This is an optimization exercise on Yosys and OpenROAD, whose aim is small area, a short achievable clock period and few clock cycles, not a production implementation. In this exercise RTL edits were held to simulation tests only and were not proved equivalent to the original.

==> flow/design.v (excerpt) <==
module rv32i_core (
    input  logic        clk,
    input  logic        rst_n,
    output logic [31:0] imem_addr,
    input  logic [31:0] imem_rdata,
    output logic [31:0] dmem_addr,
    output logic [3:0]  dmem_we,
    output logic [31:0] dmem_wdata,
    input  logic [31:0] dmem_rdata,
    output logic        halt
);
    localparam logic [4:0] LUI    = 5'b01101;
    localparam logic [4:0] AUIPC  = 5'b00101;
    localparam logic [4:0] JAL    = 5'b11011;
    localparam logic [4:0] JALR   = 5'b11001;
    localparam logic [4:0] BRANCH = 5'b11000;
    localparam logic [4:0] LOAD   = 5'b00000;
    localparam logic [4:0] STORE  = 5'b01000;
    localparam logic [4:0] OP_IMM = 5'b00100;
    localparam logic [4:0] OP     = 5'b01100;
    localparam logic [4:0] SYSTEM = 5'b11100;
    logic [31:2] pc_f;       
    logic        halt_r;
    logic [31:0] a_reg, op2x;
    logic [31:0] x_reg;      
    logic [4:0]  e_rd;
    logic        e_jalr, e_store, e_load, e_wb, e_sys, e_sub;
    logic        e_beq, e_blt, e_bltu, e_binv;
    logic        e_r_add, e_r_sl, e_r_sr, e_r_slt, e_r_sltu, e_r_xor, e_r_or, e_r_and, e_r_x;
    logic        e_sra, e_sb, e_sh;
    logic        e_lb, e_lh, e_lw, e_ld_s;
    logic        e_fa, e_fo, e_fx;    
    logic [31:0] m_res;      
    logic [31:0] m_wdata;
    logic [3:0]  m_we;
    logic [4:0]  m_rd;
    logic        m_wb, m_lb, m_lh, m_lw, m_ld_s;
    logic [31:0] fi;
    assign fi = imem_rdata;
    logic [4:0] f_op;
    logic [2:0] f_f3;
    logic [4:0] f_rd, rs1_f, rs2_f;
    assign f_op  = fi[6:2];
    assign f_f3  = fi[14:12];
    assign f_rd  = fi[11:7];
    assign rs1_f = fi[19:15];
    assign rs2_f = fi[24:20];
    logic f_lui, f_auipc, f_jal, f_jalr, f_br, f_load, f_store, f_opimm, f_op_r, f_sys, f_alu;
    assign f_lui   = (f_op == LUI);
    assign f_auipc = (f_op == AUIPC);
    assign f_jal   = (f_op == JAL);
  ...
Size in the first run: about 5000 cells after synthesis, roughly 1300 flip-flops, roughly 0.062 mm^2 of cells after synthesis.
clock: 11.0 ns
lec_check: 0
cap_margin: 20
core_margin: 2
core_utilization: 35
place_density: 0.55
slew_margin: 20
synth_hierarchical: 1
standard.sh (not shown) runs the stock make flow with config.mk's settings and CLKGATE_MAP_FILE= SYNTH_SCRIPT=/design/flow/synth_recipe.tcl, a recipe that flattens the netlist after the stock synthesis.
==> flow/flow/run.sh <==
#!/bin/bash
# Layout flow: the standard ORFS flow (standard.sh, unchanged synthesis and
# steps) with these changes:
#  - the port buffers are sky130_fd_sc_hd__buf_2 cells rather than the delay
#    cells buffer_ports picks by default;
#  - clock tree synthesis uses sky130_fd_sc_hd__clkbuf_16 only, clusters of up
#    to 20 sinks within 100 um, and adds no dummy loads (fewer clock buffers;
#    flip-flop clock slew stays near 100 ps);
set -uo pipefail
CTS="-sink_clustering_enable -repair_clock_nets -dont_use_dummy_load"
CTS="$CTS -buf_list sky130_fd_sc_hd__clkbuf_16 -sink_clustering_size 20 -sink_clustering_max_diameter 100"
if ! bash standard.sh "BUFFER_PORTS_ARGS=-buffer_cell sky130_fd_sc_hd__buf_2" "CTS_ARGS=$CTS" \
        "SETUP_SLACK_MARGIN=6.5" finish > orfs_flow.log 2>&1; then
    tail -40 orfs_flow.log
    exit 1
fi
The baseline completed without violations.
Testbench counts at the start, summed over its fixed seeds: cycles 39,729.
==> next run, changes <==
--- a/flow/config.mk
+++ b/flow/config.mk
@@ -9,4 +9,4 @@
 export CORE_MARGIN = 2
-export CORE_UTILIZATION = 35
-export PLACE_DENSITY = 0.55
+export CORE_UTILIZATION = 30
+export PLACE_DENSITY = 0.5
 export SLEW_MARGIN = 20
Result: The new run ran to the end with no violations; utilization fell by 5.6 points; worst setup slack improved by 0.14 ns; final area is higher by 0.51%; synthesized cell count does not change; wire length rose by 2.2%; first-iteration DRC count climbs by 1.2%; final cell count went up by 4.5%; via count goes down by 0.56%.

-- what the ideal ports hide --
The results above use ideal ports. As a check the final layouts listed here were re-extracted and re-timed, cells and wires unchanged. Step 1 sets driving cells, clkbuf_16 on the clock port and buf_2 on the other inputs (assumed; they add their load-dependent delay and slew). Step 2 also shifts input and output timing later by t, the mid clock arrival at the registers, as if the neighbouring blocks saw the same clock. Three values: ideal, step 1, step 2; two values: the first two.
run	shift t [ns]	setup WS [ns]	latest minus earliest clock arrival (ns)	worst register clock-pin slew, ns	pins driven straight from the clock port
the first run	0.781	6.233 / 6.301 / 5.520	0.113 / 0.113	0.10 / 0.10	1
the second run	0.782	6.374 / 6.302 / 5.519	0.123 / 0.123	0.09 / 0.09	1
After both steps every run listed still meets setup and hold. For the second run, which loses most, drivers alone change the setup slack by -0.072 ns; drivers and shift together by -0.855 ns.
